From an optimization exercise on the open Yosys and OpenROAD flow, aimed at small area, a short achievable clock period and few clock cycles; shortcuts taken in it are not production practice.
At most, simulation tests tie the RTL to the original design; equivalence was not proved.
Only the layout flow was run in runs 5 to 7; the RTL was not checked for function there.
The clock port is modelled as an ideal driver; clocking choices that lean on that would not hold on a real chip.
Power and IR drop assume default switching activity.

### flow/run.sh
#!/bin/bash
# Standard ORFS layout, with buf_4 port buffers and repair_timing aiming at
# a setup slack of 7.0 ns (the design's natural period is far below the 10 ns clock).
set -euo pipefail
export BUFFER_PORTS_ARGS="-buffer_cell sky130_fd_sc_hd__buf_4"
export SETUP_SLACK_MARGIN=7.0
export CTS_ARGS="-sink_clustering_enable -repair_clock_nets -dont_use_dummy_load -buf_list sky130_fd_sc_hd__clkbuf_8 -sink_clustering_size 30"
bash standard.sh finish > orfs_make.log 2>&1
### standard.sh
#!/bin/bash
# synth_recipe.tcl (not shown) runs the flow's synth.tcl, then flattens the netlist and writes it again
# the make line also repeats each setting of config.mk as NAME=value (left out here)
make -C /OpenROAD-flow-scripts/flow DESIGN_CONFIG=/design/flow/config.mk WORK_HOME=/design/flow/orfs CLKGATE_MAP_FILE= SYNTH_SCRIPT=/design/flow/synth_recipe.tcl "${@:-finish}"
### config.mk
export PLATFORM = sky130hd
export DESIGN_NAME = LZ77_Encoder
export DESIGN_NICKNAME = LZ77_Encoder
export VERILOG_FILES = /design/flow/design.v
export SDC_FILE = /design/flow/constraint.sdc
export NUM_CORES = 4
export LEC_CHECK = 0
export ABC_AREA = 1
export CAP_MARGIN = 20
export CORE_MARGIN = 2
export CORE_UTILIZATION = 50
export SLEW_MARGIN = 20
### constraint.sdc
create_clock -name core_clock -period 10.0 [get_ports {clk}]
set_input_delay 2.0000 -clock core_clock [delete_from_list [all_inputs] [get_ports {clk}]]
set_output_delay 2.0000 -clock core_clock [all_outputs]
set_load 0.01 [all_outputs]
### design.v
module LZ77_Encoder(clk,reset,chardata,valid,encode,finish,offset,match_len,char_nxt);
input 				clk;
input 				reset;
input 		[7:0] 	chardata;
output  	reg  valid;
output  			encode;
output  	reg	finish;
output  	reg [4:0] 	offset;
output  		[4:0] 	match_len;
output  		[7:0] 	char_nxt;
reg		[4*31-1:0]	hist;
reg		[29:0]		base;
reg		[4:0]		len;
reg					fresh;	 
reg					full;	 
reg		[9:0]		cnt;	 
assign	encode = 1'b1;
assign	match_len = len;
assign	char_nxt = {2'b00, finish, 1'b0, hist[7:4]};
wire		run = ~cnt[9];
wire		eob = cnt[9] & ~|cnt[8:0];
wire	[9:0]	cnt_nxt = cnt + 10'd1;
reg		[29:0]		hv;
reg		[29:0]		m;
integer i;
always @(*)
begin
	for (i = 0; i < 30; i = i + 1)
	begin
		hv[i] = ~cnt_nxt[9] & ((|cnt_nxt[8:5]) | (cnt_nxt[4:0] > i));
		m[i] = (hist[4*(i+1) +: 4] == hist[3:0]);
	end
end
wire	[29:0]	a = base & m;
wire			emit = full | cnt[9] | ~|a;
wire	[4:0]	cur = fresh ? 5'd0 : len;
reg		[4:0]	best;
always @(*)
begin
	best = 5'd0;
	for (i = 0; i < 30; i = i + 1)
		if (base[i]) best = i;
end
always @(posedge clk or posedge reset)
begin
	if (reset)
	begin
		cnt <= 10'h3ff;
		valid <= 1'b0;
		finish <= 1'b0;
	end
	else
	begin
		cnt <= cnt_nxt;
		valid <= ~finish & (eob | (run & emit));
		finish <= finish | eob;
	end
end
always @(posedge clk)
begin
	hist <= {hist[4*30-1:0], (cnt == 10'd511) ? 4'h4 : chardata[3:0]};
	base <= emit ? hv : a;
	len <= emit ? cur : cur + 5'd1;
	fresh <= emit;
	full <= ~emit & (cur == 5'd23);
	offset <= fresh ? 5'd0 : best;
end
endmodule
==> summary.txt, run 1 <==
CTS
  – Htree depth: 4
  – Clk latency of the worst-skew pair: approximately 0.46 ns
  – Root Buffer: clkbuf_8
  – Reg clk slew, reported paths: 0.08 ns
  – CTS tree: yes
  – Clk sinks: between 150 and 200
  – Max clock buf depth: 2
  – CTS Buf Count: 17
  – Cts hold-fix bufs: 0

GRT
  – Tot GR Track Use: 0.225
  – Global-route wire length before repair: between 20 and 30 mm
  – Pin count of the biggest net entering global routing: 60
  – Number of global-route vias before repair: between 5000 and 6000
  – Met2 Use GR: 0.380
  – Grt peak-use layer: met2
  – Met1 GRT Util: 0.279
  – GR Layer Usage met3: 0.0491
  – Total grt overflow: 0
  – Initial antenna violation count: 0

Yosys
  – Top_reg_cell synth: dfxtp_1
  – Yosys top cell area share: 0.489
  – Yosys warning count: 1
  – Register area share after synthesis: 0.534
  – FFs w/ async S/R, synth: 0.0674
  – Synth Cell Area: slightly below 0.007 mm2
  – Mapped Avg Cell Area: between 8 and 9 um2
  – Yosys top cell by area: dfxtp_1
  – Mapped Cells: roughly 770
  – Area contributors post-synth: dfxtp_1, nand2_1, dfstp_2, inv_1, nand3_1
  – Yosys reg bits: 178
  – Distinct cell type count after synthesis: 47
  – Post-synth EDFFs: 0

Setup path
  – Crit path max-delay family: flip-flops
  – Crit-path cells: buf_4
  – CP startpoint: finish$_DFF_PP0_
  – Max incr delay on CP: a little under 0.4 ns
  – Stages on worst setup path: 1
  – Critical Path Source Type: flip-flop
  – Critical path endpoint category: output port
  – R2R depth: 13
  – WP data required: approximately 8.0 ns
  – CP max FO: 3
  – CP max-delay cell: dfrtp_1
  – RR Endpoint: base[29]$_DFF_P_
  – Setup crit end: finish
  – Critical setup path kind: reg2out
  – Bufs and invs on worst path: 1
  – Worst r2r src: hist[1]$_SDFF_PN0_
  – Critical path arrival: 0.98 ns
  – Flop2flop setup slack: about 7.1 ns

Cells and area
  – Storage element area: approximately 0.0036 mm2
  – Area Growth Syn to Fin: 10.4%
  – Layout cell share with drive strength beyond 1: 0.154
  – Commonest non-fill, non-tap cell in the layout: dfxtp_1
  – NumNets Final: roughly 800
  – Number of fill cells: 1213
  – Commonest cells after routing, fill and taps aside: dfxtp_1, nand2_1, inv_1, nor2_1, nand3_1
  – Inserted Diodes: 0
  – Final instance area: roughly 0.0075 mm2
  – Final core occ: 0.567
  – Multi-input gate area: between 0.002 and 0.003 mm2
  – Finished Layout Cells: roughly 960

Timing
  – Worst Skew: between 0.02 and 0.025 ns
  – # setup viols final: 0
  – Setup tns final: 0 ns
  – Final period util: 0.298
  – Fin crit period: ~3.0 ns
  – RSZ-0062 raised after global routing: yes
  – Final Slew Violations: 0
  – Final hold vios: 0
  – Highest clock rate: between 300 and 400 MHz
  – Relative slew slack: 0.449
  – Worst-margin pin slew: 0.824 ns

Run
  – Max cap viols: 0

Floorplan
  – Core ar.: about 0.013 mm2
  – Num ports: 31
  – Die Y: between 100 and 150 um
  – Die area: approximately 0.015 mm2
  – Starting density of the core: 0.514
  – Cell row count: 42
  – Chip width: approximately 120 um

Placed design
  – Hpwl dp: slightly above 10 mm
  – Port bufs: 22
  – Final Wtd Congestion: 0.893
  – Placed inst area: between 0.006 and 0.007 mm2
  – Inst Count DP: between 900 and 1000

Power
  – Leakage: ~3.1 nW
  – Pwr/cell area: between 200 and 250 mW/mm2
  – Max VDD drop: 0.108 mV
  – Total power: 0.00173 W

Routing
  – WL/cell: approximately 16 um
  – Initial DRC Count: between 300 and 400
  – Drt first pass iters: 5
  – WL final: between 15 and 20 mm
  – DR vias/cell: 5.51
  – DRT antenna net count: 0
  – Remaining DRCs: 0
  – Via count: between 5000 and 6000

Outcome
  – Status: no timing/DRC/antenna violations

Min path
  – Worst Hold Class: reg2reg
logic make-up after synthesis:
kind of cell    after synthesis  synth area share
simple gates                300             0.201
flops                       178             0.534
compound gates              126             0.121
buf+inv                     113            0.0793
xor+xnor                     38            0.0489
fa+ha+maj                     6            0.0110
other cells                   2           0.00110
mux                           2           0.00331
sequential cells by signal (all words and copies together) (netlist names):
signal / flops
hist: 124
base: 30
cnt: 10
len: 5
offset: 5
finish: 1
fresh: 1
full: 1
valid: 1
power by group:
group	switching (W)	internal, W
registers	0.0000732	0.000823
clock network	0.000210	0.000150
logic	0.000290	0.000188
worst reg2reg max path: stages, from the launching register on:
cell	delay, ns
dfxtp_1	0.35
buf_8	0.19
inv_2	0.07
buf_8	0.20
or2_0	0.25
nand4_1	0.10
nor4_1	0.08
nor4_1	0.38
nand2_1	0.15
nor2_4	0.18
nand4_4	0.19
nand2_8	0.16
buf_6	0.17
mux2_2	0.34
worst min-delay path by stage:
stage	slack, ns	endpoint	startpoint	cells past startpoint
global placement	0.35	hist[61]$_DFF_P_	hist[57]$_DFF_P_	0
detailed placement	0.35	hist[60]$_DFF_P_	hist[56]$_DFF_P_	0
CTS	0.35	hist[52]$_DFF_P_	hist[48]$_DFF_P_	0
floorplan	0.33	hist[5]$_DFF_P_	hist[1]$_SDFF_PN0_	0
global route	0.35	hist[53]$_DFF_P_	hist[49]$_DFF_P_	0
finish	0.35	hist[89]$_DFF_P_	hist[85]$_DFF_P_	0
per-stage QoR:
| step | hold slack (ns) | worst slack, ns |
|---|---|---|
| after CTS | 0.347 | 6.98 |
| after detailed placement | 0.352 | 5.47 |
| after global placement | 0.350 | 5.57 |
| final | 0.349 | 7.02 |
| after floorplan | 0.332 | 7.45 |
| after global routing | 0.350 | 6.98 |
final cells by class:
class,count,area share
Clock buffer,17,0.0312
Inverter,71,0.0383
Multi-Input combinational cell,477,0.376
Sequential cell,178,0.485
Tap cell,176,0.0293
Timing Repair Buffer,37,0.0400
metal layers:
metal / up-vias / part of all wire
met1: 2513 / 0.46
met3: 30 / 0.035
met4: 0 / 0.024
met2: 104 / 0.48
li1: 2616 / -
met5: - / 0
cells in the mapped netlist (4+ instances only):
master     count
dfxtp_1      166
nand2_1      127
inv_1         67
nor2_1        49
nand3_1       45
o21ai_0       28
nor4_1        25
xor2_1        24
a21oi_1       22
nor3_1        19
o22ai_1       18
o2111ai_1     14
xnor2_1       14
buf_4         13
clkbuf_1      12
nand4_1       11
or2_2         11
buf_2         10
dfstp_2       10
o21ai_1        9
a2111oi_0      7
buf_6          7
ha_1           6
a211oi_1       5
o221ai_1       5
o32ai_1        4
or2_0          4
what timing repair did:
action                     CTS  global route
setup endpoints to repair   40            35
resized for setup           25            35
pin swaps                    2             1
setup buffers                6             4
cloned                       1             0
Testbench counts, summed over its fixed seeds: cycles 16,448.
==> inputs of run 2 (changes only) <==
==> flow/run.sh (replaced) <==
#!/bin/bash
# Standard ORFS layout, with buf_4 port buffers and repair_timing aiming at
# a setup slack of 7.15 ns (the design's natural period is far below the 10 ns clock).
set -euo pipefail
export BUFFER_PORTS_ARGS="-buffer_cell sky130_fd_sc_hd__buf_4"
export SETUP_SLACK_MARGIN=7.15
export CTS_ARGS="-sink_clustering_enable -repair_clock_nets -dont_use_dummy_load -buf_list sky130_fd_sc_hd__clkbuf_16 -sink_clustering_size 50 -sink_clustering_max_diameter 100"
bash standard.sh finish > orfs_make.log 2>&1
--- a/config.mk
+++ b/config.mk
@@ -5,7 +5,6 @@
 export SDC_FILE = /design/flow/constraint.sdc
 export NUM_CORES = 4
 export LEC_CHECK = 0
-export ABC_AREA = 1
 export CAP_MARGIN = 20
 export CORE_MARGIN = 2
 export CORE_UTILIZATION = 50
==> summary.txt, run 2 <==
CTS
  – Clk sinks: 178 (unchanged)
  – Max clock buf depth: 2 (unchanged)
  – Root Buffer: clkbuf_16 (was clkbuf_8)
  – Reg clk slew, reported paths: 0.06 ns (was 0.08 ns)
  – CTS Buf Count: 17 (unchanged)
  – Htree depth: 4 (unchanged)
  – CTS tree: yes (unchanged)
  – Clk latency of the worst-skew pair: 0.43 ns (was 0.46 ns)

Run
  – Max cap viols: 0 (unchanged)

GRT
  – Number of global-route vias before repair: 4449 (was 5174)
  – Met1 GRT Util: 0.285 (was 0.279)
  – GR Layer Usage met3: 0.0511 (was 0.0491)
  – Pin count of the biggest net entering global routing: 36 (was 60)
  – Global-route wire length before repair: 23.7 mm (was 25.5 mm)
  – Initial antenna violation count: 0 (unchanged)
  – Met2 Use GR: 0.342 (was 0.380)
  – Tot GR Track Use: 0.217 (was 0.225)
  – Grt peak-use layer: met2 (unchanged)
  – Total grt overflow: 0 (unchanged)

Placed design
  – Hpwl dp: 9.47 mm (was 10.3 mm)
  – Final Wtd Congestion: 0.874 (was 0.893)
  – Port bufs: 22 (unchanged)

Setup path
  – Max incr delay on CP: 0.39 ns (about the same)
  – WP data required: 8.00 ns (about the same)
  – CP max FO: 3 (unchanged)
  – Critical path endpoint category: output port (unchanged)
  – Crit path max-delay family: flip-flops (unchanged)
  – Bufs and invs on worst path: 1 (unchanged)
  – Stages on worst setup path: 1 (unchanged)
  – RR Endpoint: base[0]$_DFF_P_ (was base[29]$_DFF_P_)
  – Critical setup path kind: reg2out (unchanged)
  – Worst r2r src: hist[0]$_SDFF_PN0_ (was hist[1]$_SDFF_PN0_)
  – CP max-delay cell: dfrtp_1 (unchanged)
  – Crit-path cells: buf_4 (unchanged)
  – Critical path arrival: 0.95 ns (was 0.98 ns)
  – Critical Path Source Type: flip-flop (unchanged)
  – Flop2flop setup slack: 7.25 ns (was 7.09 ns)
  – R2R depth: 8 (was 13)
  – CP startpoint: finish$_DFF_PP0_ (unchanged)

Floorplan
  – Die Y: 122 um (was 121 um)
  – Die area: 0.0150 mm2 (was 0.0146 mm2)
  – Num ports: 31 (unchanged)
  – Core ar.: 0.0138 mm2 (was 0.0132 mm2)
  – Starting density of the core: 0.508 (was 0.514)
  – Chip width: 122 um (was 121 um)
  – Cell row count: 43 (was 42)

Timing
  – Relative slew slack: 0.447 (was 0.449)
  – Setup tns final: 0 ns (unchanged)
  – Worst Skew: 0.0149 ns (was 0.0219 ns)
  – RSZ-0062 raised after global routing: yes (unchanged)
  – Fin crit period: 2.95 ns (was 2.98 ns)
  – Final period util: 0.295 (was 0.298)
  – Highest clock rate: 339 MHz (was 336 MHz)
  – Worst-margin pin slew: 0.826 ns (was 0.824 ns)
  – # setup viols final: 0 (unchanged)
  – Final hold vios: 0 (unchanged)
  – Final Slew Violations: 0 (unchanged)

Routing
  – WL final: 15.2 mm (was 15.5 mm)
  – Initial DRC Count: 301 (was 399)
  – WL/cell: 18.1 um (was 16.3 um)
  – DRT antenna net count: 0 (unchanged)
  – DR vias/cell: 5.26 (was 5.51)
  – Remaining DRCs: 0 (unchanged)
  – Via count: 4430 (was 5263)
  – Drt first pass iters: 5 (unchanged)

Cells and area
  – Number of fill cells: 1176 (was 1213)
  – Inserted Diodes: 0 (unchanged)
  – Commonest cells after routing, fill and taps aside: dfxtp_1, xor2_1, xnor2_1, nand2_1, a21oi_1 (was dfxtp_1, nand2_1, inv_1, nor2_1, nand3_1)
  – Top flop regs: hist x124, base x30, cnt x10 (unchanged)
  – Layout cell share with drive strength beyond 1: 0.245 (was 0.154)
  – Max FFs per register: 124 (unchanged)
  – Storage element area: 0.00367 mm2 (was 0.00364 mm2)
  – Commonest non-fill, non-tap cell in the layout: dfxtp_1 (unchanged)
  – Multi-input gate area: 0.00306 mm2 (was 0.00282 mm2)
  – Area Growth Syn to Fin: 14.8% (was 10.4%)
  – NumNets Final: 680 (was 798)
  – Register with the most flip-flops: hist (unchanged)

Yosys
  – Yosys reg bits: 178 (unchanged)
  – Yosys top cell by area: dfxtp_1 (unchanged)
  – Most numerous cell in the Yosys netlist: dfxtp_1 (unchanged)
  – Area contributors post-synth: dfxtp_1, xor2_1, xnor2_1, mux2_4, dfstp_2 (was dfxtp_1, nand2_1, dfstp_2, inv_1, nand3_1)
  – Mapped Cells: 624 (was 765)
  – Register area share after synthesis: 0.519 (was 0.534)
  – Post-synth EDFFs: 0 (unchanged)
  – Synth Cell Area: 0.00700 mm2 (was 0.00680 mm2)
  – Distinct cell type count after synthesis: 45 (was 47)
  – Top_reg_cell synth: dfxtp_1 (unchanged)
  – FFs w/ async S/R, synth: 0.0674 (unchanged)
  – Yosys top cell area share: 0.475 (was 0.489)
  – Synth top cells by count: dfxtp_1, xor2_1, xnor2_1 (was dfxtp_1, nand2_1, inv_1)
  – Mapped Avg Cell Area: 11.2 um2 (was 8.89 um2)
  – Yosys warning count: 1 (unchanged)

Min path
  – Hold Crit Depth: 0 (unchanged)
  – Worst Hold End: hist[76]$_DFF_P_ (was hist[89]$_DFF_P_)
  – Startpoint of the worst hold path: hist[72]$_DFF_P_ (was hist[85]$_DFF_P_)
  – Worst Hold Class: reg2reg (unchanged)

Power
  – Max VDD drop: 0.140 mV (was 0.108 mV)
  – Total power: 0.00199 W (was 0.00173 W)
  – Leakage: 3.24 nW (was 3.10 nW)
  – Pwr/cell area: 248 mW/mm2 (was 231 mW/mm2)

Outcome
  – Status: no timing/DRC/antenna violations (unchanged)
## run 2: cell count changes after synthesis, moves of 20 or more
cell and delta:
inv_1 -56, nand2_1 -86, xor2_1 +57, xnor2_1 +35, a21oi_1 +20, nand3_1 -32, mux2_4 +26, nor2_1 -20
## run 2: how the worst max path moves through the flow
| stage | endpoint | slack (ns) |
|---|---|---|
| after floorplan | char_nxt[5] | 7.43 |
| after global placement | base[24]$_DFF_P_ | 6.55 |
| after detailed placement | base[12]$_DFF_P_ | 6.52 |
| after CTS | char_nxt[5] | 7.03 |
| after global routing | finish | 7.02 |
| final | finish | 7.05 |
## run 2: report_power, final
| part | internal, W | leakage (nW) | total, W | switching [W] |
|---|---|---|---|---|
| sequential | 0.000828 | 1.53 | 0.000931 | 0.000103 |
| combinational | 0.000315 | 1.49 | 0.000532 | 0.000217 |
| clock | 0.000295 | 0.209 | 0.000531 | 0.000236 |
| total | 0.00144 | 3.24 | 0.00199 | 0.000556 |
## run 2: final cells by class
class                      instances  share of cell area
tap                              180              0.0280
timing repair buffer              53              0.0762
inverter                          11             0.00514
sequential                       178               0.457
clock buffer                      17              0.0530
multi-input combinational        403               0.381
## run 2: kinds of logic after synthesis
kind of cell | synth area share
DFF | 0.519
and+or+nand+nor | 0.128
xor gates and xnor gates | 0.163
other | 0.00107
adders and majority gates | 0.0107
muxes | 0.0670
buffers and inverters | 0.0529
AOI/OAI and AO/OA | 0.0579
## run 2: routing by layer
metal  vias to the layer above  share of wire
li1                       2156              -
met1                      2135           0.46
met2                       110           0.47
met3                        29          0.044
met4                         0          0.023
met5                         -              0
## run 2: metrics by stage
step | hold WS [ns] | setup slack, ns | std cells | instance area [um2] | util
final | 0.349 | 7.05 | 842 | 8030 | 0.583
after CTS | 0.349 | 7.03 | 827 | 7860 | 0.570
after floorplan | 0.329 | 7.43 | 626 | 7010 | -
after global routing | 0.351 | 7.02 | 842 | 8030 | 0.583
after detailed placement | 0.354 | 6.52 | 794 | 7080 | 0.514
after global placement | 0.351 | 6.55 | 794 | 7080 | 0.514
## run 2: timing repair
| action | in CTS | in global routing |
|---|---|---|
| gates cloned | 0 | 1 |
| buffers inserted | 16 | 14 |
| hold buffers | 0 | 0 |
| endpoints found under the setup margin | 54 | 51 |
| resized for setup | 37 | 4 |
| pin swaps | 0 | 1 |
==> inputs of run 3 (changes only) <==
==> flow/run.sh (replaced) <==
#!/bin/bash
# Standard ORFS layout, with buf_4 port buffers and repair_timing aiming at
# a setup slack of 7.0 ns (the design's natural period is far below the 10 ns clock).
set -euo pipefail
export BUFFER_PORTS_ARGS="-buffer_cell sky130_fd_sc_hd__buf_4"
export SETUP_SLACK_MARGIN=7.0
export CTS_ARGS="-sink_clustering_enable -repair_clock_nets -dont_use_dummy_load -buf_list sky130_fd_sc_hd__clkbuf_8 -sink_clustering_size 30"
export POST_FLOORPLAN_TCL=$PWD/flow/downsize.tcl
bash standard.sh finish > orfs_make.log 2>&1
==> flow/downsize.tcl (new file) <==
# Size every combinational cell down to the smallest drive strength the
# platform allows; the flow's later repair steps size up what timing needs.
set db [ord::get_db]
set dont_use $::env(DONT_USE_CELLS)
set n 0
foreach inst [[ord::get_db_block] getInsts] {
  set m [[$inst getMaster] getName]
  if { ![regexp {^(sky130_fd_sc_hd__[a-z0-9]+)_(\d+)$} $m -> base drive] } { continue }
  if { [regexp {__(df|ed|sd|dl|tap|conb|fill|decap|clk)} $m] } { continue }
  foreach s {0 1 2 4} {
    set cand ${base}_$s
    if { $cand eq $m } { break }
    if { [lsearch -exact $dont_use $cand] >= 0 } { continue }
    set nm [$db findMaster $cand]
    if { $nm eq "NULL" } { continue }
    if { [$inst swapMaster $nm] } { incr n; break }
  }
}
puts "downsize: resized $n instances"
--- a/config.mk
+++ b/config.mk
@@ -5,6 +5,7 @@
 export SDC_FILE = /design/flow/constraint.sdc
 export NUM_CORES = 4
 export LEC_CHECK = 0
+export ABC_AREA = 1
 export CAP_MARGIN = 20
 export CORE_MARGIN = 2
 export CORE_UTILIZATION = 50
==> summary.txt, run 3 <==
Cells and area
  – Area Growth Syn to Fin: 8.68% (was 14.8%)
  – Commonest non-fill, non-tap cell in the layout: dfxtp_1 (unchanged)
  – NumNets Final: 797 (was 680)
  – Register with the most flip-flops: hist (unchanged)
  – Inserted Diodes: 0 (unchanged)
  – Layout cell share with drive strength beyond 1: 0.110 (was 0.245)
  – Top flop regs: hist x124, base x30, cnt x10 (unchanged)
  – Final core occ: 0.558 (was 0.583)
  – Max FFs per register: 124 (unchanged)
  – Commonest cells after routing, fill and taps aside: dfxtp_1, nand2_1, inv_1, nor2_1, nand3_1 (was dfxtp_1, xor2_1, xnor2_1, nand2_1, a21oi_1)

CTS
  – Cts hold-fix bufs: 0 (unchanged)
  – CTS tree: yes (unchanged)
  – Reg clk slew, reported paths: 0.09 ns (was 0.06 ns)
  – CTS Buf Count: 17 (unchanged)
  – Clk sinks: 178 (unchanged)
  – Max clock buf depth: 2 (unchanged)
  – Root Buffer: clkbuf_8 (was clkbuf_16)
  – Htree depth: 4 (unchanged)
  – Clk latency of the worst-skew pair: 0.46 ns (was 0.43 ns)

Yosys
  – Yosys top cell by area: dfxtp_1 (unchanged)
  – Most numerous cell in the Yosys netlist: dfxtp_1 (unchanged)
  – FFs w/ async S/R, synth: 0.0674 (unchanged)
  – Synth Cell Area: 0.00680 mm2 (was 0.00700 mm2)
  – Register area share after synthesis: 0.534 (was 0.519)
  – Distinct cell type count after synthesis: 47 (was 45)
  – Synth top cells by count: dfxtp_1, nand2_1, inv_1 (was dfxtp_1, xor2_1, xnor2_1)
  – Post-synth EDFFs: 0 (unchanged)
  – Area contributors post-synth: dfxtp_1, nand2_1, dfstp_2, inv_1, nand3_1 (was dfxtp_1, xor2_1, xnor2_1, mux2_4, dfstp_2)
  – Mapped Cells: 765 (was 624)
  – Yosys top cell area share: 0.489 (was 0.475)
  – Yosys reg bits: 178 (unchanged)
  – Top_reg_cell synth: dfxtp_1 (unchanged)
  – Yosys warning count: 1 (unchanged)
  – Mapped Avg Cell Area: 8.89 um2 (was 11.2 um2)

GRT
  – Number of global-route vias before repair: 5065 (was 4449)
  – Tot GR Track Use: 0.221 (was 0.217)
  – Total grt overflow: 0 (unchanged)
  – Pin count of the biggest net entering global routing: 60 (was 36)
  – Global-route wire length before repair: 24.9 mm (was 23.7 mm)
  – Initial antenna violation count: 0 (unchanged)

Floorplan
  – Cell row count: 42 (was 43)
  – Core ar.: 0.0132 mm2 (was 0.0138 mm2)
  – Die area: 0.0146 mm2 (was 0.0150 mm2)
  – Num ports: 31 (unchanged)
  – Die Y: 121 um (was 122 um)
  – Starting density of the core: 0.514 (was 0.508)
  – Chip width: 121 um (was 122 um)

Setup path
  – CP max FO: 3 (unchanged)
  – Critical setup path kind: reg2out (unchanged)
  – Critical path arrival: 1.00 ns (was 0.95 ns)
  – WP data required: 8.00 ns (about the same)
  – CP max-delay cell: dfrtp_1 (unchanged)
  – R2R depth: 12 (was 8)
  – Critical path endpoint category: output port (unchanged)
  – Bufs and invs on worst path: 1 (unchanged)
  – Max incr delay on CP: 0.41 ns (was 0.39 ns)
  – RR Endpoint: len[4]$_DFF_P_ (was base[0]$_DFF_P_)
  – Worst r2r src: hist[1]$_SDFF_PN0_ (was hist[0]$_SDFF_PN0_)
  – Critical Path Source Type: flip-flop (unchanged)
  – Flop2flop setup slack: 7.10 ns (was 7.25 ns)
  – Crit path max-delay family: flip-flops (unchanged)
  – Crit-path cells: buf_6 (was buf_4)

Routing
  – Initial DRC Count: 497 (was 301)
  – WL/cell: 16.0 um (was 18.1 um)
  – Via count: 5206 (was 4430)
  – WL final: 15.2 mm (about the same)
  – DR vias/cell: 5.45 (was 5.26)
  – DRT antenna net count: 0 (unchanged)
  – Drt first pass iters: 5 (unchanged)
  – Remaining DRCs: 0 (unchanged)

Timing
  – Final hold vios: 0 (unchanged)
  – Worst Skew: 0.0274 ns (was 0.0149 ns)
  – Relative slew slack: 0.456 (was 0.447)
  – Final period util: 0.300 (was 0.295)
  – # setup viols final: 0 (unchanged)
  – Highest clock rate: 333 MHz (was 339 MHz)
  – Fin crit period: 3.00 ns (was 2.95 ns)
  – Setup tns final: 0 ns (unchanged)
  – Worst-margin pin slew: 0.813 ns (was 0.826 ns)
  – RSZ-0062 raised after global routing: yes (unchanged)
  – Final Slew Violations: 0 (unchanged)
  – Crit path setup slack, layout: 7.00 ns (was 7.05 ns)

Power
  – Max VDD drop: 0.131 mV (was 0.140 mV)
  – Leakage: 3.07 nW (was 3.24 nW)
  – Pwr/cell area: 229 mW/mm2 (was 248 mW/mm2)

Min path
  – Startpoint of the worst hold path: hist[97]$_DFF_P_ (was hist[72]$_DFF_P_)
  – Worst Hold End: hist[101]$_DFF_P_ (was hist[76]$_DFF_P_)
  – Hold Crit Depth: 0 (unchanged)
  – Worst Hold Class: reg2reg (unchanged)

Placed design
  – Final Wtd Congestion: 0.901 (was 0.874)
  – Post-place setup slack: 5.74 ns (was 6.52 ns)
  – Hpwl dp: 10.4 mm (was 9.47 mm)
  – Port bufs: 22 (unchanged)

Outcome
  – Status: no timing/DRC/antenna violations (unchanged)

Run
  – Max cap viols: 0 (unchanged)
run 3: cell count changes after synthesis, moves of 26 or more:
cell,delta
inv_1,+56
mux2_4,-26
nand2_1,+86
nand3_1,+32
xnor2_1,-35
xor2_1,-57
run 3: worst max path at each step:
stage                             startpoint          endpoint  slack [ns]  cells past startpoint
after floorplan             finish$_DFF_PP0_       char_nxt[5]        7.45                      1
after detailed placement  hist[1]$_SDFF_PN0_  base[27]$_DFF_P_        5.74                     15
after global routing      hist[1]$_SDFF_PN0_    len[4]$_DFF_P_        6.92                     12
after global placement    hist[1]$_SDFF_PN0_  base[27]$_DFF_P_        5.78                     15
after CTS                   finish$_DFF_PP0_       char_nxt[5]        6.96                      1
final                       finish$_DFF_PP0_       char_nxt[5]        7.00                      1
run 3: area by class of cell:
class / count / area (um2)
Sequential cell: 178 / 3650
Tap cell: 176 / 220
Timing Repair Buffer: 37 / 315
Fill cell: 1208 / 5850
Multi-Input combinational cell: 476 / 2700
Clock buffer: 17 / 234
Inverter: 71 / 278
run 3: layer usage:
metal / share of wire / routed length, um / global-route usage
met5: 0 / 0 / 0
met4: 0.019 / 297 / 0.0872
met1: 0.45 / 6880 / 0.283
met3: 0.042 / 645 / 0.0557
met2: 0.49 / 7430 / 0.358
run 3: timing repair:
action | CTS | global route
pin swaps | 1 | 1
buffers inserted | 4 | 4
resized for setup | 20 | 26
endpoints found under the setup margin | 42 | 40
run 3: logic make-up after synthesis:
kind of cell,count (synthesis),synth area share
AOI/OAI and AO/OA,126,0.121
adders and majority gates,6,0.0110
and+or+nand+nor,300,0.201
muxes,2,0.00331
buffers and inverters,113,0.0793
DFF,178,0.534
other,2,0.00110
xor gates and xnor gates,38,0.0489
run 3: power by group:
| part | total, W | internal (W) | switching, W |
|---|---|---|---|
| clock network | 0.000361 | 0.000150 | 0.000211 |
| logic | 0.000434 | 0.000168 | 0.000266 |
| registers | 0.000897 | 0.000824 | 0.0000728 |
| total | 0.00169 | 0.00114 | 0.000550 |
run 3: through the flow:
stage               cell area, um2  power, W  cells  hold WS, ns
finish                        7390   0.00169    955        0.350
global route                  7390   0.00180    955        0.354
CTS                           7280   0.00169    951        0.346
detailed placement            6960   0.00131    930        0.354
global placement              6960   0.00130    930        0.350
floorplan                     6810   0.00120    767        0.332
==> inputs of run 4 (changes only) <==
--- a/config.mk
+++ b/config.mk
@@ -5,7 +5,6 @@
 export SDC_FILE = /design/flow/constraint.sdc
 export NUM_CORES = 4
 export LEC_CHECK = 0
-export ABC_AREA = 1
 export CAP_MARGIN = 20
 export CORE_MARGIN = 2
 export CORE_UTILIZATION = 50
==> summary.txt, run 4 <==
Outcome
  – Status: no timing/DRC/antenna violations (unchanged)

Cells and area
  – Multi-input gate area: 0.00289 mm2 (was 0.00270 mm2)
  – Inserted Diodes: 0 (unchanged)
  – Register with the most flip-flops: hist (unchanged)
  – Number of fill cells: 1251 (was 1208)
  – Finished Layout Cells: 830 (was 955)
  – NumNets Final: 668 (was 797)
  – Layout cell share with drive strength beyond 1: 0.146 (was 0.110)
  – Top flop regs: hist x124, base x30, cnt x10 (unchanged)
  – Max FFs per register: 124 (unchanged)
  – Area Growth Syn to Fin: 6.78% (was 8.68%)
  – Final core occ: 0.543 (was 0.558)
  – Commonest non-fill, non-tap cell in the layout: dfxtp_1 (unchanged)
  – Commonest cells after routing, fill and taps aside: dfxtp_1, xor2_1, xnor2_1, nand2_1, a21oi_1 (was dfxtp_1, nand2_1, inv_1, nor2_1, nand3_1)
  – Storage element area: 0.00366 mm2 (was 0.00365 mm2)

Routing
  – WL/cell: 17.2 um (was 16.0 um)
  – Initial DRC Count: 267 (was 497)
  – Drt first pass iters: 4 (was 5)
  – Remaining DRCs: 0 (unchanged)
  – DRT antenna net count: 0 (unchanged)
  – Via count: 4288 (was 5206)
  – WL final: 14.3 mm (was 15.2 mm)
  – DR vias/cell: 5.17 (was 5.45)

Yosys
  – Distinct cell type count after synthesis: 45 (was 47)
  – Top_reg_cell synth: dfxtp_1 (unchanged)
  – Synth top cells by count: dfxtp_1, xor2_1, xnor2_1 (was dfxtp_1, nand2_1, inv_1)
  – Yosys warning count: 1 (unchanged)
  – Most numerous cell in the Yosys netlist: dfxtp_1 (unchanged)
  – Yosys top cell by area: dfxtp_1 (unchanged)
  – Mapped Cells: 624 (was 765)
  – Register area share after synthesis: 0.519 (was 0.534)
  – Mapped Avg Cell Area: 11.2 um2 (was 8.89 um2)
  – Post-synth EDFFs: 0 (unchanged)
  – Area contributors post-synth: dfxtp_1, xor2_1, xnor2_1, mux2_4, dfstp_2 (was dfxtp_1, nand2_1, dfstp_2, inv_1, nand3_1)
  – Synth Cell Area: 0.00700 mm2 (was 0.00680 mm2)
  – FFs w/ async S/R, synth: 0.0674 (unchanged)
  – Yosys reg bits: 178 (unchanged)
  – Yosys top cell area share: 0.475 (was 0.489)

Placed design
  – Hpwl dp: 9.50 mm (was 10.4 mm)
  – Final Wtd Congestion: 0.918 (was 0.901)
  – Port bufs: 22 (unchanged)
  – Inst Count DP: 796 (was 930)

Setup path
  – CP max FO: 3 (unchanged)
  – Critical path endpoint category: output port (unchanged)
  – Flop2flop setup slack: 7.16 ns (was 7.10 ns)
  – Critical setup path kind: reg2out (unchanged)
  – Crit-path cells: buf_4 (was buf_6)
  – Worst r2r src: hist[3]$_SDFF_PN0_ (was hist[1]$_SDFF_PN0_)
  – Critical Path Source Type: flip-flop (unchanged)
  – CP max-delay cell: dfrtp_1 (unchanged)
  – R2R depth: 9 (was 12)
  – WP data required: 8.00 ns (about the same)
  – Max incr delay on CP: 0.40 ns (was 0.41 ns)
  – RR Endpoint: base[1]$_DFF_P_ (was len[4]$_DFF_P_)
  – Critical path arrival: 1.00 ns (about the same)
  – Crit path max-delay family: flip-flops (unchanged)
  – Bufs and invs on worst path: 1 (unchanged)

Floorplan
  – Core ar.: 0.0138 mm2 (was 0.0132 mm2)
  – Die Y: 122 um (was 121 um)
  – Cell row count: 43 (was 42)
  – Num ports: 31 (unchanged)
  – Starting density of the core: 0.508 (was 0.514)
  – Die area: 0.0150 mm2 (was 0.0146 mm2)
  – Chip width: 122 um (was 121 um)

Min path
  – Worst Hold End: hist[16]$_DFF_P_ (was hist[101]$_DFF_P_)
  – Hold Crit Depth: 0 (unchanged)
  – Startpoint of the worst hold path: hist[12]$_DFF_P_ (was hist[97]$_DFF_P_)
  – Worst Hold Class: reg2reg (unchanged)

GRT
  – Number of global-route vias before repair: 4293 (was 5065)
  – Tot GR Track Use: 0.204 (was 0.221)
  – Initial antenna violation count: 0 (unchanged)
  – Total grt overflow: 0 (unchanged)
  – Global-route wire length before repair: 22.8 mm (was 24.9 mm)
  – Pin count of the biggest net entering global routing: 34 (was 60)

Timing
  – Setup tns final: 0 ns (unchanged)
  – Relative slew slack: 0.440 (was 0.456)
  – Final period util: 0.300 (about the same)
  – Worst-margin pin slew: 0.838 ns (was 0.813 ns)
  – Highest clock rate: 333 MHz (about the same)
  – Final hold vios: 0 (unchanged)
  – Fin crit period: 3.00 ns (about the same)
  – Final Slew Violations: 0 (unchanged)
  – RSZ-0062 raised after global routing: yes (unchanged)
  – Worst Skew: 0.0249 ns (was 0.0274 ns)
  – # setup viols final: 0 (unchanged)

CTS
  – Reg clk slew, reported paths: 0.09 ns (about the same)
  – Cts hold-fix bufs: 0 (unchanged)
  – Max clock buf depth: 2 (unchanged)
  – Clk latency of the worst-skew pair: 0.46 ns (about the same)
  – CTS tree: yes (unchanged)
  – Clk sinks: 178 (unchanged)
  – Htree depth: 4 (unchanged)
  – Root Buffer: clkbuf_8 (unchanged)
  – CTS Buf Count: 17 (unchanged)

Power
  – Max VDD drop: 0.153 mV (was 0.131 mV)
  – Leakage: 2.96 nW (was 3.07 nW)
  – Pwr/cell area: 222 mW/mm2 (was 229 mW/mm2)

Run
  – Max cap viols: 0 (unchanged)
run 4: what timing repair did:
item | CTS | global route
gates resized for setup | 14 | 17
buffers inserted | 4 | 13
setup endpoints to repair | 42 | 40
run 4: metrics by stage:
step / cell area [um2] / power, W / setup slack, ns / hold WS [ns]
after detailed placement: 6890 / 0.00129 / 6.56 / 0.353
after global placement: 6890 / 0.00128 / 6.60 / 0.351
after floorplan: 7010 / 0.00131 / 7.43 / 0.329
final: 7470 / 0.00166 / 7.00 / 0.341
after CTS: 7270 / 0.00166 / 6.97 / 0.340
after global routing: 7470 / 0.00176 / 6.94 / 0.345
run 4: power breakdown:
group	internal (W)	switching (W)	total (W)
sequential	0.000825	0.0000970	0.000921
combinational	0.000188	0.000189	0.000377
clock	0.000150	0.000211	0.000361
total	0.00116	0.000497	0.00166
run 4: kinds of logic after synthesis:
logic type | share of synthesized area
flops | 0.519
simple gates | 0.128
xor+xnor | 0.163
compound gates | 0.0579
buf+inv | 0.0529
mux | 0.0670
fa+ha+maj | 0.0107
other cells | 0.00107
run 4: cell type report:
class                   count  share of cell area
flip-flops and latches    178               0.490
multi-input cells         402               0.386
repair buffers             42              0.0568
clock buffers              17              0.0313
well taps                 180              0.0301
inverters                  11             0.00552
run 4: worst max path at each step:
| stage | endpoint | slack [ns] | cells after the start | start |
|---|---|---|---|---|
| 6_report | char_nxt[5] | 7.00 | 1 | finish$_DFF_PP0_ |
| 2_1_floorplan | char_nxt[5] | 7.43 | 1 | finish$_DFF_PP0_ |
| 3_5_place_dp | base[17]$_DFF_P_ | 6.56 | 7 | hist[2]$_SDFF_PN1_ |
| 3_3_place_gp | base[13]$_DFF_P_ | 6.60 | 8 | hist[1]$_SDFF_PN0_ |
| 5_1_grt | char_nxt[5] | 6.94 | 1 | finish$_DFF_PP0_ |
| 4_1_cts | char_nxt[5] | 6.97 | 1 | finish$_DFF_PP0_ |
run 4: worst register-to-register path: stages, from the launching register on:
cell	delay, ns
dfxtp_4	0.39
buf_12	0.16
buf_4	0.14
xor2_1	0.15
nor4_1	0.56
nor4_1	0.12
and4_1	0.27
a211o_1	0.34
buf_6	0.23
mux2_1	0.36
run 4: routing by layer:
metal / GRT usage / vias to the layer above / routed length (um)
met3: 0.0558 / 10 / 552
met1: 0.269 / 2080 / 6740
met2: 0.331 / 68 / 6850
met5: 0 / - / 0
li1: - / 2130 / -
met4: 0.0560 / 0 / 143
==> inputs of run 5 (changes only) <==
--- a/design.v
+++ b/design.v
@@ -31,8 +31,9 @@
 		m[i] = (hist[4*(i+1) +: 4] == hist[3:0]);
 	end
 end
-wire	[29:0]	a = base & m;
-wire			emit = full | cnt[9] | ~|a;
+wire			go = run & ~full;
+wire	[29:0]	a = base & m & {30{go}};
+wire			emit = ~|a;
 wire	[4:0]	cur = fresh ? 5'd0 : len;
 reg		[4:0]	best;
 always @(*)
@@ -59,7 +60,7 @@
 always @(posedge clk)
 begin
 	hist <= {hist[4*30-1:0], (cnt == 10'd511) ? 4'h4 : chardata[3:0]};
-	base <= emit ? hv : a;
+	base <= a | (hv & {30{emit}});	 
 	len <= emit ? cur : cur + 5'd1;
 	fresh <= emit;
 	full <= ~emit & (cur == 5'd23);
--- a/config.mk
+++ b/config.mk
@@ -5,6 +5,7 @@
 export SDC_FILE = /design/flow/constraint.sdc
 export NUM_CORES = 4
 export LEC_CHECK = 0
+export ABC_AREA = 1
 export CAP_MARGIN = 20
 export CORE_MARGIN = 2
 export CORE_UTILIZATION = 50
==> summary.txt, run 5 <==
Timing
  – Worst Skew: 0.0264 ns (was 0.0249 ns)
  – # setup viols final: 0 (unchanged)
  – Relative slew slack: 0.535 (was 0.440)
  – Final period util: 0.300 (about the same)
  – RSZ-0062 raised after global routing: yes (unchanged)
  – Final hold vios: 0 (unchanged)
  – Fin crit period: 3.00 ns (about the same)
  – WHS: 0.337 ns (was 0.341 ns)
  – Worst-margin pin slew: 0.695 ns (was 0.838 ns)
  – Setup tns final: 0 ns (unchanged)
  – Highest clock rate: 334 MHz (was 333 MHz)
  – Final Slew Violations: 0 (unchanged)

Yosys
  – Area contributors post-synth: dfxtp_1, nand2_1, inv_1, nor2_1, dfstp_2 (was dfxtp_1, xor2_1, xnor2_1, mux2_4, dfstp_2)
  – Synth top cells by count: dfxtp_1, nand2_1, inv_1 (was dfxtp_1, xor2_1, xnor2_1)
  – Simple-gate share of the synthesized area: 0.177 (was 0.128)
  – Yosys warning count: 1 (unchanged)
  – Largest family of logic cells by synthesized area: simple AND/OR/NAND/NOR gates (was XOR/XNOR gates)
  – Distinct cell type count after synthesis: 52 (was 45)
  – Adder-Cell Fraction of Synth Area: 0.0110 (was 0.0107)
  – FFs w/ async S/R, synth: 0.0674 (unchanged)
  – Yosys top cell by area: dfxtp_1 (unchanged)
  – Most numerous cell in the Yosys netlist: dfxtp_1 (unchanged)
  – Synth Area in XOR/XNOR: 0.0721 (was 0.163)
  – Top_reg_cell synth: dfxtp_1 (unchanged)
  – Post-synth EDFFs: 0 (unchanged)
  – Mapped Avg Cell Area: 9.13 um2 (was 11.2 um2)
  – Yosys reg bits: 178 (unchanged)
  – Register area share after synthesis: 0.534 (was 0.519)
  – Mapped Cells: 745 (was 624)
  – Synth Cell Area: 0.00680 mm2 (was 0.00700 mm2)
  – Yosys top cell area share: 0.488 (was 0.475)
  – Post-synthesis mux area share: 0 (was 0.0670)
  – Compound-gate portion of the synthesized area: 0.113 (was 0.0579)

Run
  – Max cap viols: 0 (unchanged)

Power
  – P_sw: 0.000532 W (was 0.000497 W)
  – Combinational share of power: 0.255 (was 0.227)
  – Int Power: 0.00115 W (was 0.00116 W)
  – Sw Share: 0.317 (was 0.300)
  – Seq pwr share: 0.531 (was 0.555)
  – Pwr/cell area: 221 mW/mm2 (was 222 mW/mm2)
  – Max VDD drop: 0.122 mV (was 0.153 mV)
  – Total power: 0.00168 W (was 0.00166 W)
  – Clk pwr share: 0.213 (was 0.218)
  – Leakage: 3.38 nW (was 2.96 nW)

Placed design
  – Hpwl dp: 10.7 mm (was 9.50 mm)
  – Port bufs: 22 (unchanged)
  – Inst Count DP: 919 (was 796)
  – Final Wtd Congestion: 0.938 (was 0.918)

Setup path
  – Crit-path cells: buf_4 (unchanged)
  – CP max-delay cell: dfrtp_1 (unchanged)
  – Crit path max-delay family: flip-flops (unchanged)
  – Max incr delay on CP: 0.39 ns (was 0.40 ns)
  – Critical setup path kind: reg2out (unchanged)
  – CP max FO: 3 (unchanged)
  – WP data required: 8.00 ns (about the same)
  – Critical path endpoint category: output port (unchanged)
  – Flop2flop setup slack: 7.13 ns (was 7.16 ns)
  – Critical Path Source Type: flip-flop (unchanged)
  – Bufs and invs on worst path: 1 (unchanged)
  – Critical path arrival: 1.00 ns (about the same)

Cells and area
  – NumNets Final: 810 (was 668)
  – Finished Layout Cells: 968 (was 830)
  – Top flop regs: hist x124, base x30, cnt x10 (unchanged)
  – Layout cell share with drive strength beyond 1: 0.143 (was 0.146)
  – Commonest non-fill, non-tap cell in the layout: dfxtp_1 (unchanged)
  – Area Growth Syn to Fin: 11.9% (was 6.78%)
  – Final core occ: 0.575 (was 0.543)
  – Max FFs per register: 124 (unchanged)
  – Inserted Diodes: 0 (unchanged)
  – Commonest cells after routing, fill and taps aside: dfxtp_1, nand2_1, inv_1, nor2_1, buf_4 (was dfxtp_1, xor2_1, xnor2_1, nand2_1, a21oi_1)
  – Register with the most flip-flops: hist (unchanged)

Routing
  – WL final: 15.9 mm (was 14.3 mm)
  – WL/cell: 16.4 um (was 17.2 um)
  – DR vias/cell: 5.26 (was 5.17)
  – Drt first pass iters: 5 (was 4)
  – Via count: 5096 (was 4288)
  – Remaining DRCs: 0 (unchanged)
  – DRT antenna net count: 0 (unchanged)
  – Initial DRC Count: 401 (was 267)

GRT
  – Total grt overflow: 0 (unchanged)
  – Pin count of the biggest net entering global routing: 35 (was 34)
  – Initial antenna violation count: 0 (unchanged)
  – Global-route wire length before repair: 24.9 mm (was 22.8 mm)
  – Tot GR Track Use: 0.223 (was 0.204)
  – Number of global-route vias before repair: 4934 (was 4293)

Min path
  – Worst Hold Class: reg2reg (unchanged)

Floorplan
  – Num ports: 31 (unchanged)
  – Starting density of the core: 0.514 (was 0.508)
  – Chip width: 121 um (was 122 um)
  – Cell row count: 42 (was 43)
  – Die Y: 121 um (was 122 um)
  – Die area: 0.0146 mm2 (was 0.0150 mm2)
  – Core ar.: 0.0132 mm2 (was 0.0138 mm2)

CTS
  – Cts hold-fix bufs: 0 (unchanged)
  – CTS Buf Count: 17 (unchanged)
  – Htree depth: 4 (unchanged)
  – Clk latency of the worst-skew pair: 0.46 ns (about the same)
  – CTS tree: yes (unchanged)
  – Max clock buf depth: 2 (unchanged)
  – Clk sinks: 178 (unchanged)
  – Reg clk slew, reported paths: 0.09 ns (about the same)
  – Root Buffer: clkbuf_8 (unchanged)

Outcome
  – Status: no timing/DRC/antenna violations (unchanged)
run 5: cell types whose count changed in the layout (fill, tap and decap cells not counted), sizes merged, moves of 19 or more:
cell / change
inv: +81
nand2: +59
xor2: -55
nor2: +53
mux2: -33
a21oi: -26
nand4: +25
o21ai: +25
nor4: -20
buf: +19
xnor2: -19
run 5: logic make-up (layout without fill, tap and decap cells):
group | count (synthesis) | after routing
buf+inv | 129 | 174
fa+ha+maj | 6 | 6
flops | 178 | 178
other cells | 2 | 4
xor+xnor | 56 | 56
compound gates | 113 | 113
simple gates | 261 | 261
run 5: cell type report:
| type | count | area [um2] |
|---|---|---|
| Clock buffer | 17 | 234 |
| Fill cell | 1211 | 5630 |
| Inverter | 94 | 360 |
| Multi-Input combinational cell | 440 | 2570 |
| Sequential cell | 178 | 3650 |
| Tap cell | 176 | 220 |
| Timing Repair Buffer | 62 | 572 |
| Timing Repair inverter | 1 | 7.51 |
run 5: worst paths after layout:
check,startpoint,end,depth (start not counted)
worst max-delay path,finish$_DFF_PP0_,char_nxt[5],1
worst min-delay path,hist[48]$_DFF_P_,hist[52]$_DFF_P_,0
worst max register to register,hist[0]$_SDFF_PN0_,base[5]$_DFF_P_,14
worst min register to register,hist[48]$_DFF_P_,hist[52]$_DFF_P_,0
max in group asynchronous,reset,cnt[4]$_DFF_PP1_,2
min in group asynchronous,reset,finish$_DFF_PP0_,2
run 5: what timing repair did:
item	in CTS	in global routing
resized for setup	21	39
gates cloned	0	2
pin swaps	2	7
setup endpoints to repair	37	34
setup buffers	6	24
run 5: per-layer routing:
layer	vias up	routed length [um]	track usage
met2	106	7690	0.368
li1	2538	-	-
met3	26	814	0.0642
met1	2426	7040	0.277
met5	-	0	0
met4	0	308	0.0821
run 5: power groups by stage:
stage | Sequential, W | Combinational, W | Clock [W]
3_3_place_gp | 0.000904 | 0.000378 | 0
6_report | 0.000892 | 0.000429 | 0.000358
5_1_grt | 0.000905 | 0.000487 | 0.000401
4_1_cts | 0.000891 | 0.000404 | 0.000370
3_5_place_dp | 0.000906 | 0.000383 | 0
2_1_floorplan | 0.000895 | 0.000304 | 0
run 5: metrics by stage:
stage          cell area (um2)  setup WS [ns]
2_1_floorplan             6810           7.43
3_3_place_gp              6910           6.27
3_5_place_dp              6910           6.25
4_1_cts                   7260           6.97
5_1_grt                   7610           6.95
6_report                  7610           7.00
==> inputs of run 6 (changes only) <==
==> flow/run.sh (replaced) <==
#!/bin/bash
# Standard ORFS layout, with buf_4 port buffers and repair_timing aiming at
# a setup slack of 7.25 ns (the design's natural period is far below the 10 ns clock).
set -euo pipefail
export BUFFER_PORTS_ARGS="-buffer_cell sky130_fd_sc_hd__buf_4"
export SETUP_SLACK_MARGIN=7.25
export CTS_ARGS="-sink_clustering_enable -repair_clock_nets -dont_use_dummy_load -buf_list sky130_fd_sc_hd__clkbuf_8 -sink_clustering_size 30"
export POST_FLOORPLAN_TCL=$PWD/flow/downsize.tcl
export POST_CTS_TCL=$PWD/flow/clkinv.tcl CLKINV_ROOT=sky130_fd_sc_hd__clkinv_16 CLKINV_LEAF=sky130_fd_sc_hd__clkinv_4
bash standard.sh finish > orfs_make.log 2>&1
==> flow/clkinv.tcl (new file) <==
# Rebuild the two-level clock tree that CTS made (one root buffer feeding
# leaf buffers that feed the flip-flops) from inverters: root clkinv_16,
# leaves clkinv_4. Two inversions keep the clock's polarity, every flip-flop
# still sees the same two stages, and inverters have far less delay than
# clkbuf cells. Then re-run the standard timing repair and legalisation.
set db [ord::get_db]
set block [ord::get_db_block]
set clk_net [[$block findBTerm clk] getNet]
proc swap_to_inv { inst mname } {
  global db block
  set a [[$inst findITerm A] getNet]
  set x [[$inst findITerm X] getNet]
  set name [$inst getName]
  set loc [$inst getLocation]
  set orient [$inst getOrient]
  odb::dbInst_destroy $inst
  set new [odb::dbInst_create $block [$db findMaster $mname] $name]
  $new setOrient $orient
  $new setLocation [lindex $loc 0] [lindex $loc 1]
  $new setPlacementStatus PLACED
  [$new findITerm A] connect $a
  [$new findITerm Y] connect $x
  $new setSourceType TIMING
}
# root: the clkbuf driven by the clock port
set roots {}
foreach it [$clk_net getITerms] {
  if { [string match sky130_fd_sc_hd__clkbuf_* [[[$it getInst] getMaster] getName]] } { lappend roots [$it getInst] }
}
if { [llength $roots] != 1 } { error "clkinv: expected one root buffer, found [llength $roots]" }
set root [lindex $roots 0]
set root_out [[$root findITerm X] getNet]
set leaves {}
set bad 0
foreach it [$root_out getITerms] {
  if { [$it isOutputSignal] } { continue }
  set inst [$it getInst]
  if { ![string match sky130_fd_sc_hd__clkbuf_* [[$inst getMaster] getName]] } { incr bad; continue }
  # every load of a leaf must be a flip-flop clock pin
  foreach lt [[[$inst findITerm X] getNet] getITerms] {
    if { [$lt isOutputSignal] } { continue }
    if { ![regexp {__(df|ed|sd)} [[[$lt getInst] getMaster] getName]] } { incr bad }
  }
  lappend leaves $inst
}
if { $bad } { error "clkinv: clock tree is not root -> leaf buffers -> flip-flops ($bad)" }
puts "clkinv: root [$root getName], [llength $leaves] leaves"
swap_to_inv $root $::env(CLKINV_ROOT)
foreach l $leaves { swap_to_inv $l $::env(CLKINV_LEAF) }
estimate_parasitics -placement
report_clock_latency
repair_timing_helper
detailed_placement
check_placement -verbose
estimate_parasitics -placement
report_clock_latency
report_worst_slack -max
==> summary.txt, run 6 <==
Floorplan
  – Die Y: 121 um (unchanged)
  – Starting density of the core: 0.514 (unchanged)
  – Num ports: 31 (unchanged)
  – Chip width: 121 um (unchanged)
  – Cell row count: 42 (unchanged)

Yosys
  – Synth Cell Area: 0.00680 mm2 (unchanged)
  – Mapped Cells: 745 (unchanged)
  – Post-synth EDFFs: 0 (unchanged)
  – Yosys top cell area share: 0.488 (unchanged)
  – Mapped Avg Cell Area: 9.13 um2 (unchanged)
  – Synth top cells by count: dfxtp_1, nand2_1, inv_1 (unchanged)
  – Distinct cell type count after synthesis: 52 (unchanged)
  – Most numerous cell in the Yosys netlist: dfxtp_1 (unchanged)
  – Register area share after synthesis: 0.534 (unchanged)
  – FFs w/ async S/R, synth: 0.0674 (unchanged)
  – Yosys top cell by area: dfxtp_1 (unchanged)
  – Yosys reg bits: 178 (unchanged)
  – Yosys warning count: 1 (unchanged)
  – Area contributors post-synth: dfxtp_1, nand2_1, inv_1, nor2_1, dfstp_2 (unchanged)
  – Top_reg_cell synth: dfxtp_1 (unchanged)

Outcome
  – Status: did not finish (was no timing/DRC/antenna violations)
  – Last step reached: 4_1_cts
  – Err: Error: cts.tcl, 90 can't read "block": no such variable

Placed design
  – Final Wtd Congestion: 0.938 (unchanged)
  – Post-place setup slack: 6.25 ns (unchanged)
  – Port bufs: 22 (unchanged)
  – Hpwl dp: 10.7 mm (unchanged)
  – Placed inst area: 0.00691 mm2 (unchanged)

CTS
  – Clk sinks: 178 (unchanged)
-- run 6: cell counts after synthesis --
Identical to the previous run, type by type.
-- run 6: worst max-delay path by stage --
stage	endpoint	from	depth (start not counted)	slack [ns]
after global placement	base[21]$_DFF_P_	cnt[9]$_DFF_PP1_	14	6.27
after detailed placement	base[23]$_DFF_P_	cnt[9]$_DFF_PP1_	14	6.25
after floorplan	char_nxt[5]	finish$_DFF_PP0_	1	7.43
-- run 6: power by group through the flow --
stage / registers [W] / logic [W] / clock network (W)
3_5_place_dp: 0.000906 / 0.000383 / 0
3_3_place_gp: 0.000904 / 0.000378 / 0
2_1_floorplan: 0.000895 / 0.000304 / 0
-- run 6: cells by family after synthesis --
group           after synthesis  share of synthesized area
compound gates              113                      0.113
other cells                   2                    0.00110
flops                       178                      0.534
buf+inv                     129                     0.0912
fa+ha+maj                     6                     0.0110
xor+xnor                     56                     0.0721
simple gates                261                      0.177
-- run 6: per-stage QoR --
stage | utilization | hold slack, ns | power, W | instances
detailed placement | 0.522 | 0.354 | 0.00129 | 919
global placement | 0.522 | 0.349 | 0.00128 | 919
floorplan | - | 0.331 | 0.00120 | 747
==> inputs of run 7 (changes only) <==
--- a/flow/clkinv.tcl
+++ b/flow/clkinv.tcl
@@ -7,7 +7,8 @@
 set block [ord::get_db_block]
 set clk_net [[$block findBTerm clk] getNet]
 proc swap_to_inv { inst mname } {
-  global db block
+  set db [ord::get_db]
+  set block [ord::get_db_block]
   set a [[$inst findITerm A] getNet]
   set x [[$inst findITerm X] getNet]
   set name [$inst getName]
==> summary.txt, run 7 <==
Outcome
  – Status: no timing/DRC/antenna violations (was did not finish)

Cells and area
  – Final instance area: approximately 0.008 mm2
  – Inserted Diodes: 0
  – Final core occ: 0.616
  – NumNets Final: ~840
  – Register with the most flip-flops: hist
  – Area Growth Syn to Fin: 20.0%
  – Number of fill cells: about 1200
  – Max FFs per register: between 100 and 150
  – Commonest non-fill, non-tap cell in the layout: dfxtp_1
  – Top flop regs: hist x124, base x30, cnt x10
  – Layout cell share with drive strength beyond 1: 0.232
  – Commonest cells after routing, fill and taps aside: dfxtp_1, nand2_1, inv_1, nor2_1, buf_4

Yosys
  – Register area share after synthesis: 0.534 (unchanged)
  – Most numerous cell in the Yosys netlist: dfxtp_1 (unchanged)
  – Largest family of logic cells by synthesized area: simple AND/OR/NAND/NOR gates (unchanged)
  – Mapped Cells: 745 (unchanged)
  – Yosys top cell area share: 0.488 (unchanged)
  – Distinct cell type count after synthesis: 52 (unchanged)
  – Top_reg_cell synth: dfxtp_1 (unchanged)
  – Synth Area in XOR/XNOR: 0.0721 (unchanged)
  – FFs w/ async S/R, synth: 0.0674 (unchanged)
  – Yosys warning count: 1 (unchanged)
  – Simple-gate share of the synthesized area: 0.177 (unchanged)
  – Synth Cell Area: 0.00680 mm2 (unchanged)
  – Post-synthesis mux area share: 0 (unchanged)
  – Area contributors post-synth: dfxtp_1, nand2_1, inv_1, nor2_1, dfstp_2 (unchanged)
  – Synth top cells by count: dfxtp_1, nand2_1, inv_1 (unchanged)
  – Adder-Cell Fraction of Synth Area: 0.0110 (unchanged)
  – Yosys top cell by area: dfxtp_1 (unchanged)
  – Mapped Avg Cell Area: 9.13 um2 (unchanged)
  – Compound-gate portion of the synthesized area: 0.113 (unchanged)
  – Post-synth EDFFs: 0 (unchanged)
  – Yosys reg bits: 178 (unchanged)

GRT
  – Number of global-route vias before repair: 5365
  – Pin count of the biggest net entering global routing: 35
  – Global-route wire length before repair: approximately 28 mm
  – Total grt overflow: 0
  – Initial antenna violation count: 0
  – Tot GR Track Use: 0.261

Timing
  – Worst-margin pin slew: 0.685 ns
  – Highest clock rate: ~350 MHz
  – Relative slew slack: 0.542
  – Final hold vios: 0
  – Final period util: 0.289
  – Worst Skew: 0.0397 ns
  – RSZ-0062 raised after global routing: yes
  – Final Slew Violations: 0
  – # setup viols final: 0
  – Fin crit period: 2.89 ns
  – Setup tns final: 0 ns

Floorplan
  – Chip width: 121 um (unchanged)
  – Starting density of the core: 0.514 (unchanged)
  – Die area: approximately 0.015 mm2
  – Core ar.: about 0.013 mm2
  – Die Y: 121 um (unchanged)
  – Num ports: 31 (unchanged)
  – Cell row count: 42 (unchanged)

Routing
  – DR vias/cell: ~5.4
  – Met3 WL post-DR: around 930 um
  – Wire length on met2: ~9 mm
  – Top Metal Used: met4
  – WL final: between 15 and 20 mm
  – Initial DRC Count: 432
  – Post-route met1 wirelength: between 7 and 8 mm
  – DRT antenna net count: 0
  – Drt first pass iters: 5
  – Via count: ~5400
  – WL/cell: 18.2 um
  – Remaining DRCs: 0

Setup path
  – CP max FO: 5
  – Critical Path Source Type: flip-flop
  – Critical path endpoint category: flip-flop
  – Critical path arrival: a little over 3 ns
  – Flop2flop setup slack: between 7 and 8 ns
  – Critical setup path kind: reg2reg
  – WP data required: ~10 ns

Placed design
  – Placed inst area: 0.00691 mm2 (unchanged)
  – Final Wtd Congestion: 0.938 (unchanged)
  – Hpwl dp: 10.7 mm (unchanged)
  – Port bufs: 22 (unchanged)

CTS
  – Reg clk slew, reported paths: ~0.10 ns
  – Clk sinks: 178 (unchanged)
  – CTS tree: yes
  – Clk latency of the worst-skew pair: between 0.2 and 0.3 ns

Min path
  – Worst Hold Class: reg2reg

Run
  – Max cap viols: 0

Power
  – Max VDD drop: approximately 0.15 mV
  – Total power: roughly 0.0018 W
  – Leakage: approximately 3.6 nW
  – Pwr/cell area: 217 mW/mm2
run 7: cell counts after synthesis:
Identical to the previous run, type by type.
run 7: kinds of logic (layout without fill, tap and decap cells):
kind of cell    count (synthesis)  in the layout
flops                         178            178
other cells                     2              4
buf+inv                       129            201
compound gates                113            113
xor+xnor                       56             56
simple gates                  261            261
fa+ha+maj                       6              6
run 7: final timing paths:
| path | from | endpoint | cells after the start |
|---|---|---|---|
| min reg2reg | hist[48]$_DFF_P_ | hist[52]$_DFF_P_ | 0 |
| max reg2reg | hist[1]$_SDFF_PN0_ | base[5]$_DFF_P_ | 15 |
| max | hist[1]$_SDFF_PN0_ | base[5]$_DFF_P_ | 15 |
| min in group asynchronous | reset | finish$_DFF_PP0_ | 2 |
| min | hist[48]$_DFF_P_ | hist[52]$_DFF_P_ | 0 |
| max in group asynchronous | reset | cnt[4]$_DFF_PP1_ | 2 |
run 7: cell type report:
| cell class | instances | area [um2] | share of cell area |
|---|---|---|---|
| timing repair inverter | 1 | 7.51 | 0.000920 |
| inverter | 94 | 375 | 0.0460 |
| clock inverter | 17 | 170 | 0.0208 |
| sequential | 178 | 3660 | 0.448 |
| multi-input combinational | 440 | 2780 | 0.340 |
| tap | 176 | 220 | 0.0270 |
| timing repair buffer | 89 | 957 | 0.117 |
run 7: per-stage QoR:
step / setup WS, ns / hold slack [ns] / cells
floorplan: 7.43 / 0.331 / 747
global placement: 6.27 / 0.349 / 919
detailed placement: 6.25 / 0.354 / 919
global route: 6.99 / 0.341 / 995
finish: 7.11 / 0.334 / 995
run 7: where the power goes:
part	leakage [nW]	internal [W]	total, W	switching, W
logic	1.98	0.000271	0.000582	0.000311
registers	1.53	0.000827	0.000898	0.0000713
clock network	0.0773	0.0000413	0.000290	0.000248
run 7: layer usage:
metal / up-vias / global-route usage
met3: 42 / 0.0613
met1: 2553 / 0.321
li1: 2604 / -
met2: 155 / 0.448
met4: 0 / 0.0872
met5: - / 0
run 7: critical path, stage by stage (launching register included):
cell	delay [ns]
dfxtp_2	0.36
buf_12	0.11
clkinvlp_4	0.16
clkbuf_16	0.21
o221a_1	0.23
nand4_1	0.15
o41ai_2	0.12
or2_1	0.27
nor4_4	0.24
nand2_2	0.12
buf_6	0.14
nor2_4	0.09
buf_12	0.14
clkinvlp_4	0.14
a211o_1	0.25
nand2_1	0.07

-- port drivers added, routing unchanged --
How much do the figures lean on ideal ports? The routed layouts below were timed once more, with nothing changed but the port constraints.
Step 1 sets driving cells, clkbuf_16 on the clock port and buf_2 on the other inputs (assumed; they add their load-dependent delay and slew).
Step 2 moves the port delays by t, midway between the first and last clock arrival at a register: inputs arrive t later, outputs are due t later. That takes back most of the time a late clock gives input paths.
Slacks: ideal / step 1 / step 2; pairs: ideal / step 1.
run | shift t [ns] | setup WS [ns] | clock arrival spread, ns
run 1 | 0.481 | 7.020 / 6.984 / 7.086 | 0.023 / 0.023
run 2 | 0.463 | 7.047 / 7.003 / 7.254 | 0.015 / 0.016
run 3 | 0.488 | 6.997 / 6.955 / 7.100 | 0.035 / 0.035
run 4 | 0.482 | 6.996 / 6.959 / 7.163 | 0.025 / 0.025
run 5 | 0.489 | 7.003 / 6.964 / 7.134 | 0.027 / 0.027
run 7 | 0.316 | 7.114 / 7.114 / 7.114 | 0.040 / 0.040
After both steps every run listed still meets setup and hold.
